This design comes from an exercise in tuning for small area on the open sky130 flow, not from production work.
The RTL was checked by simulation tests, not by an equivalence proof against the original design.
The clock port is modelled as an ideal driver, which makes a skipped or thinned clock tree look cheaper than it is; a real chip needs a root buffer or a tree.
Power figures rest on the tool's default switching activity, not on a simulated workload.

==> willow: inputs <==
Design uart_rx, start of the top module:
module uart_rx
  #(parameter CLKS_PER_BIT = 104)
  (
   input             i_Clock,
   input             i_Rst,
   input             i_Rx_Serial,
   output reg [15:0] o_Rx_Byte,
   output reg        square_wave,
   output reg        pin1,
   output reg        pin2
   );
==> module uart_rx, before the edit <==
module uart_rx
  #(parameter CLKS_PER_BIT = 104)
  (
   input             i_Clock,
   input             i_Rst,
   input             i_Rx_Serial,
   output reg [15:0] o_Rx_Byte,
   output reg        square_wave,
   output reg        pin1,
   output reg        pin2
   );
  reg       r_Rx_Data;
  reg [3:0] r_Phase;
  reg [6:0] r_Count;         
  reg [7:0] r_Byte;
  reg       r_Hi_Done;       
  reg [23:0] counter;
  reg [15:0] steps;          
  reg [15:0] store;          
  reg [15:0] quot;
  reg [15:0] rem;
  wire idle    = (r_Phase == 4'd0);
  wire start   = (r_Phase == 4'd1);
  wire data    = (r_Phase >= 4'd2) && (r_Phase <= 4'd9);
  wire slot8   = (r_Phase == 4'd10);
  wire stopb   = (r_Phase == 4'd11);
  wire cleanup = (r_Phase == 4'd12);
  wire c_zero = (r_Count == 7'd0);
  wire c_top  = r_Count[6] & r_Count[5] & r_Count[2] & r_Count[1] & r_Count[0];
  wire adv_start = start & c_zero;
  wire adv_bit   = (data | slot8 | stopb) & c_zero;
  wire upd       = stopb & c_top;        
  always @(posedge i_Clock) begin
    if (i_Rst) begin
      r_Rx_Data <= 1'b1;
      r_Phase   <= 4'd0;
      r_Hi_Done <= 1'b0;
    end else begin
      r_Rx_Data <= i_Rx_Serial;
      if (idle) begin
        if (!r_Rx_Data) r_Phase <= 4'd1;
      end else if (adv_start) begin
        r_Phase <= r_Rx_Data ? 4'd0 : 4'd2;
      end else if (adv_bit | cleanup) begin
        r_Phase <= cleanup ? 4'd0 : r_Phase + 4'd1;
      end
      if (slot8 & c_zero) r_Hi_Done <= ~r_Hi_Done;
    end
  end
  always @(posedge i_Clock)
    r_Count <= idle ? 7'd51 : c_zero ? 7'd103 : r_Count - 7'd1;
  always @(posedge i_Clock)
    if (data & c_zero) r_Byte <= {r_Rx_Data, r_Byte[7:1]};
  always @(posedge i_Clock) begin
    if (i_Rst)
      o_Rx_Byte <= 16'd0;
    else if (upd) begin
      if (r_Hi_Done) o_Rx_Byte[15:8] <= r_Byte;
      else           o_Rx_Byte[7:0]  <= r_Byte;
    end
  end
  localparam [31:0] DIVIDEND = 32'd1800000;
  wire [15:0] divisor = r_Hi_Done ? {o_Rx_Byte[15:8], r_Byte} : {r_Byte, o_Rx_Byte[7:0]};
  wire        nbit    = ~r_Count[6] & ~r_Count[5] & DIVIDEND[r_Count[4:0]];
  wire [16:0] trial   = {rem, nbit};
  wire [17:0] borrow;
  wire [16:0] diff;
  assign borrow[0] = 1'b0;
  genvar gi;
  generate
    for (gi = 0; gi < 17; gi = gi + 1) begin : g_sub
      wire dv = (gi < 16) ? divisor[gi] : 1'b0;
      assign diff[gi]     = trial[gi] ^ dv ^ borrow[gi];
      assign borrow[gi+1] = (~trial[gi] & dv) | (~trial[gi] & borrow[gi]) | (dv & borrow[gi]);
    end
  endgenerate
  wire        qbit    = ~borrow[17];
  always @(posedge i_Clock) begin
    rem  <= slot8 ? (qbit ? diff[15:0] : trial[15:0]) : 16'd0;
    quot <= {quot[14:0], qbit};
    if (upd) store <= quot;
  end
  localparam [15:0] STEPS_SEED = 16'hFFFF;
  localparam [15:0] STEPS_STOP = 16'h9097;   
  wire rpm_zero = (o_Rx_Byte == 16'd0);
  wire [4:0] rl = o_Rx_Byte[4:0];
  wire rpm_small = (o_Rx_Byte[15:5] == 11'd0) && (rl != 5'd0) && (rl < 5'd28);
  wire [4:0] half_top =
      !rpm_small   ? 5'd0  :
      (rl == 5'd1) ? 5'd27 :
      (rl == 5'd2) ? 5'd13 :
      (rl == 5'd3) ? 5'd9  :
      (rl == 5'd4) ? 5'd6  :
      (rl == 5'd5) ? 5'd5  :
      (rl == 5'd6) ? 5'd4  :
      (rl <= 5'd9) ? 5'd3  :
      (rl <= 5'd13) ? 5'd2 : 5'd1;
  wire [20:0] half = {half_top, store};
  wire [21:0] cb;
  assign cb[0] = 1'b0;
  generate
    for (gi = 0; gi < 21; gi = gi + 1) begin : g_cmp
      assign cb[gi+1] = (~counter[gi] & half[gi]) | (~(counter[gi] ^ half[gi]) & cb[gi]);
    end
  endgenerate
  wire ge = rpm_zero ? (&counter)
                     : ((|counter[23:21]) | ~cb[21]);
  wire stop = (steps == STEPS_STOP);
  wire ev   = ge & ~stop;
  wire hi7  = (upd & r_Hi_Done) ? r_Byte[7] : o_Rx_Byte[15];
  always @(posedge i_Clock) begin
    if (i_Rst) begin
      counter     <= 24'd0;
      steps       <= STEPS_SEED;
      square_wave <= 1'b1;
      pin1        <= 1'b0;
      pin2        <= 1'b0;
    end else begin
      counter <= ev ? 24'd0 : counter + 24'd1;
      if (ev) begin
        square_wave <= ~square_wave;
        pin1        <= hi7;
        pin2        <= ~hi7;
        if (square_wave)
          steps <= {steps[14:0], steps[15] ^ steps[14] ^ steps[12] ^ steps[3]};
      end
    end
  end
endmodule
==> flow/config.mk <==
export PLATFORM = sky130hd
export DESIGN_NAME = uart_rx
export DESIGN_NICKNAME = uart_rx
export VERILOG_FILES = /design/flow/design.v
export SDC_FILE = /design/flow/constraint.sdc
export NUM_CORES = 4
export LEC_CHECK = 0
export CAP_MARGIN = 20
export CORE_MARGIN = 2
export CORE_UTILIZATION = 40
export SLEW_MARGIN = 20
==> flow/constraint.sdc <==
create_clock -name core_clock -period 100.0 [get_ports {i_Clock}]
set_input_delay 20.0000 -clock core_clock [delete_from_list [all_inputs] [get_ports {i_Clock}]]
set_output_delay 20.0000 -clock core_clock [all_outputs]
set_load 0.01 [all_outputs]
standard.sh (not shown) runs the stock make flow with config.mk's settings and CLKGATE_MAP_FILE= SYNTH_SCRIPT=/design/flow/synth_recipe.tcl, a recipe that flattens the netlist after the stock synthesis.
==> flow/flow/run.sh <==
#!/bin/bash
# The standard layout (standard.sh) with three changes:
#  - synthesis maps the logic with an area-oriented ABC script
#    (flow/abc_area.script) and without ORFS's adder cell extraction; the
#    rest of synthesis (register mapping, flattening, renaming) is the standard flow's
#    standard synthesis, unchanged;
#  - the clock tree is built by hand: one root buffer and a few leaf buffers
#    (flow/cts_hook.tcl);
#  - the port buffers are the smallest buffer cell.
# Each tool's output stays in ORFS's logs under orfs/logs; make's output is in
# flow_make.log.
set -euo pipefail
here=$(pwd)

# synthesis: ORFS's synth.tcl with the abc call pointed at our script
sed -e 's#^  log_cmd abc {\*}\$abc_args$#  set abc_args [lreplace $abc_args 1 1 '"$here"'/flow/abc_area.script]\n  log_cmd abc {*}$abc_args#' \
  "$FLOW_HOME/scripts/synth.tcl" > "$here/synth_custom.tcl"
grep -q "abc_area.script" "$here/synth_custom.tcl"
sed -e 's#^source \$::env(SCRIPTS_DIR)/synth.tcl$#source '"$here"'/synth_custom.tcl#' \
  "$here/synth_recipe.tcl" > "$here/synth_recipe_custom.tcl"
grep -q "synth_custom.tcl" "$here/synth_recipe_custom.tcl"
sed -e 's#SYNTH_SCRIPT=[^ ]*#SYNTH_SCRIPT='"$here"'/synth_recipe_custom.tcl ADDER_MAP_FILE=#' \
  "$here/standard.sh" > "$here/standard_custom.sh"
grep -q "synth_recipe_custom.tcl ADDER_MAP_FILE=" "$here/standard_custom.sh"

export PRE_CTS_TCL=$here/flow/cts_hook.tcl
export MCTS_NBUF=8
export MCTS_BCELL=sky130_fd_sc_hd__clkbuf_8
export MCTS_RCELL=sky130_fd_sc_hd__clkbuf_16
export BUFFER_PORTS_ARGS="-buffer_cell sky130_fd_sc_hd__buf_1"
bash "$here/standard_custom.sh" > "$here/flow_make.log" 2>&1
==> flow/flow/abc_area.script <==
strash
&get -n
&fraig -x
&put
scorr
dc2
strash
&get -n
&dch -f
&nf -R 1000
&put
mfs2 -W 4 -M 5000
strash
&get -n
&dch -f
&nf -R 1000
&put
==> flow/flow/cts_hook.tcl <==
# Manual clock buffering: the clock port drives one root buffer, which drives
# nbuf leaf buffers (or the registers directly when nbuf is 0); registers are
# split among the leaves by position.
proc manual_cts {nbuf bcell {rcell sky130_fd_sc_hd__clkbuf_16}} {
  set block [ord::get_db_block]
  set port_net [$block findNet i_Clock]
  set sinks {}
  foreach it [$port_net getITerms] {
    if {[$it isInputSignal]} { lappend sinks $it }
  }
  set master [[ord::get_db] findMaster $rcell]
  set root [odb::dbInst_create $block $master clkroot]
  set rnet [odb::dbNet_create $block clknet_root]
  $rnet setSigType CLOCK
  [$root findITerm A] connect $port_net
  [$root findITerm X] connect $rnet
  # centroid of sinks
  set n [llength $sinks]
  set sx 0; set sy 0
  foreach it $sinks {
    set b [[$it getInst] getBBox]
    set sx [expr {$sx + ([$b xMin] + [$b xMax]) / 2}]
    set sy [expr {$sy + ([$b yMin] + [$b yMax]) / 2}]
  }
  set cx [expr {$sx / $n}]; set cy [expr {$sy / $n}]
  $root setLocation $cx $cy
  $root setPlacementStatus PLACED
  if {$nbuf == 0} {
    foreach it $sinks { $it disconnect; $it connect $rnet }
    return
  }
  # split sinks into nbuf groups by angle around the centroid
  set lst {}
  foreach it $sinks {
    set b [[$it getInst] getBBox]
    set x [expr {([$b xMin] + [$b xMax]) / 2 - $cx}]
    set y [expr {([$b yMin] + [$b yMax]) / 2 - $cy}]
    lappend lst [list [expr {atan2($y, $x)}] $it $x $y]
  }
  set lst [lsort -real -index 0 $lst]
  set bm [[ord::get_db] findMaster $bcell]
  for {set k 0} {$k < $nbuf} {incr k} {
    set lo [expr {$k * $n / $nbuf}]; set hi [expr {($k + 1) * $n / $nbuf}]
    set buf [odb::dbInst_create $block $bm clkleaf_$k]
    set net [odb::dbNet_create $block clknet_leaf_$k]
    $net setSigType CLOCK
    [$buf findITerm A] connect $rnet
    [$buf findITerm X] connect $net
    set gx 0; set gy 0
    for {set i $lo} {$i < $hi} {incr i} {
      set e [lindex $lst $i]
      set it [lindex $e 1]
      $it disconnect; $it connect $net
      set gx [expr {$gx + [lindex $e 2]}]; set gy [expr {$gy + [lindex $e 3]}]
    }
    set m [expr {$hi - $lo}]
    $buf setLocation [expr {int($cx + $gx / $m)}] [expr {int($cy + $gy / $m)}]
    $buf setPlacementStatus PLACED
  }
}

# ORFS's cts.tcl calls clock_tree_synthesis after this hook; build the tree
# by hand instead (one root buffer, a few leaf buffers).
rename clock_tree_synthesis tritoncts_unused
proc clock_tree_synthesis {args} {
  manual_cts $::env(MCTS_NBUF) $::env(MCTS_BCELL) $::env(MCTS_RCELL)
}
==> garnet: changes against willow <==
--- a/flow/design.v
+++ b/flow/design.v
@@ -17,6 +17,6 @@
   reg [23:0] counter;
   reg [15:0] steps;          
-  reg [15:0] store;          
-  reg [15:0] quot;
+  reg [20:0] store;
+  reg [20:0] quot;
   reg [15:0] rem;
   wire idle    = (r_Phase == 4'd0);
@@ -78,5 +78,5 @@
   always @(posedge i_Clock) begin
     rem  <= slot8 ? (qbit ? diff[15:0] : trial[15:0]) : 16'd0;
-    quot <= {quot[14:0], qbit};
+    quot <= {quot[19:0], qbit};
     if (upd) store <= quot;
   end
@@ -84,22 +84,9 @@
   localparam [15:0] STEPS_STOP = 16'h9097;   
   wire rpm_zero = (o_Rx_Byte == 16'd0);
-  wire [4:0] rl = o_Rx_Byte[4:0];
-  wire rpm_small = (o_Rx_Byte[15:5] == 11'd0) && (rl != 5'd0) && (rl < 5'd28);
-  wire [4:0] half_top =
-      !rpm_small   ? 5'd0  :
-      (rl == 5'd1) ? 5'd27 :
-      (rl == 5'd2) ? 5'd13 :
-      (rl == 5'd3) ? 5'd9  :
-      (rl == 5'd4) ? 5'd6  :
-      (rl == 5'd5) ? 5'd5  :
-      (rl == 5'd6) ? 5'd4  :
-      (rl <= 5'd9) ? 5'd3  :
-      (rl <= 5'd13) ? 5'd2 : 5'd1;
-  wire [20:0] half = {half_top, store};
   wire [21:0] cb;
   assign cb[0] = 1'b0;
   generate
     for (gi = 0; gi < 21; gi = gi + 1) begin : g_cmp
-      assign cb[gi+1] = (~counter[gi] & half[gi]) | (~(counter[gi] ^ half[gi]) & cb[gi]);
+      assign cb[gi+1] = (~counter[gi] & store[gi]) | (~(counter[gi] ^ store[gi]) & cb[gi]);
     end
   endgenerate
--- a/flow/flow/run.sh
+++ b/flow/flow/run.sh
@@ -25,7 +25,7 @@
 
 export PRE_CTS_TCL=$here/flow/cts_hook.tcl
-export MCTS_NBUF=8
-export MCTS_BCELL=sky130_fd_sc_hd__clkbuf_8
-export MCTS_RCELL=sky130_fd_sc_hd__clkbuf_16
+export MCTS_NBUF=12
+export MCTS_BCELL=sky130_fd_sc_hd__clkbuf_4
+export MCTS_RCELL=sky130_fd_sc_hd__clkbuf_8
 export BUFFER_PORTS_ARGS="-buffer_cell sky130_fd_sc_hd__buf_1"
 bash "$here/standard_custom.sh" > "$here/flow_make.log" 2>&1
==> flow/flow/abc_area.script (replaced) <==
strash
&get -n
&fraig -x
&put
scorr
dc2
strash
&get -n
&dch -f
&nf -R 1000
&put
CORE_UTILIZATION = 70   (was 40)
==> comparison <==
Of willow and garnet, garnet has the higher sequential power (gap about 12%, measured against garnet).
Between willow and garnet, the lower clock skew is in willow (gap 0.0095 ns).
Of willow and garnet, garnet has the higher power (gap about 11%, measured against garnet).
Against willow, the global-route usage of garnet is higher by 10 points.
Of garnet and willow, willow has the higher cell count (gap 7.6%, measured against willow).
First-iteration DRC count: garnet is lower than willow (about 8%).
Against garnet, the register-to-register slack of willow is worse by 1.3 ns.
In garnet the synthesized cell count is larger than in willow, by 2.8%.
Against willow, the routed wire length of garnet is higher by 2.9%.
Of garnet and willow, garnet has the higher fmax (gap 0.57%, measured against willow).
Between willow and garnet, the lower clock power is in garnet (gap about 8%, measured against garnet).
==> figures <==
quantity	garnet	willow
Result of the run	complete, no violations	complete, no violations
Total design power	0.00008821 W	0.00007819 W
Fin Hold WS	0.3452 ns	0.3530 ns
Internal Pwr Total	0.00006686 W	0.00006205 W
HPWL after detailed placement	7.166 mm	6.979 mm
Comb. pwr	0.00000607 W	0.00000128 W
Via count of the first global-routing pass	3985	3579
Number of cells produced by synthesis	554	539
Hold Crit Endpoint	quot[19]$_DFF_P_	quot[5]$_DFF_P_
Post-detailed-placement cell area	5564 µm²	5468 µm²
1st-iter DRT viols	210	228
Portion of synthesized cell area occupied by the leading cell type	41.03%	40.76%
Post-detailed-route wirelength per cell	14.95 µm	13.42 µm
Portion of total power attributed to sequential cells	67.9%	67.7%
Area occupied by multi-input gates	2195 µm²	2201 µm²
Final Wtd Congestion	0.8576	0.7851
Worst vdd rail ir drop	16.80 µV	6.035 µV
Setup slack of the critical path after layout	78.98 ns	78.86 ns
Number of nets in the final layout	598	582
Clock-net power	0.0000222 W	0.0000240 W
Number of placement rows	31	41
M1 wire length	4.716 mm	4.853 mm
Ratio of layout area to synthesized area	1.0661x	1.0970x
In every run of this note, the design's own scripts or RTL, not TritonCTS, make the clock network.

==> separate check: timing with driven ports <==
Ports are ideal in the flow. The routed layouts listed here were re-timed in OpenROAD.
Step 1 sets driving cells, clkbuf_16 on the clock port and buf_2 on the other inputs (assumed; they add their load-dependent delay and slew).
Step 2 adds t to the input delays and takes it off the output delays; t is the mean of the earliest and latest rising clock arrival at the registers after step 1. Input paths then give back, and output paths get back, about the clock's delay inside the block.
Three values: ideal, step 1, step 2; two values: the first two.
run | t (ns) | setup slack, ns | worst data-port slew with drivers (ns)
willow | 0.377 | 78.865 / 78.824 / 78.628 | 0.03
garnet | 0.425 | 78.984 / 78.951 / 78.865 | 0.03
After both steps every run listed still meets setup and hold. For willow, which loses most, drivers alone change the setup slack by -0.041 ns; drivers and shift together by -0.237 ns.
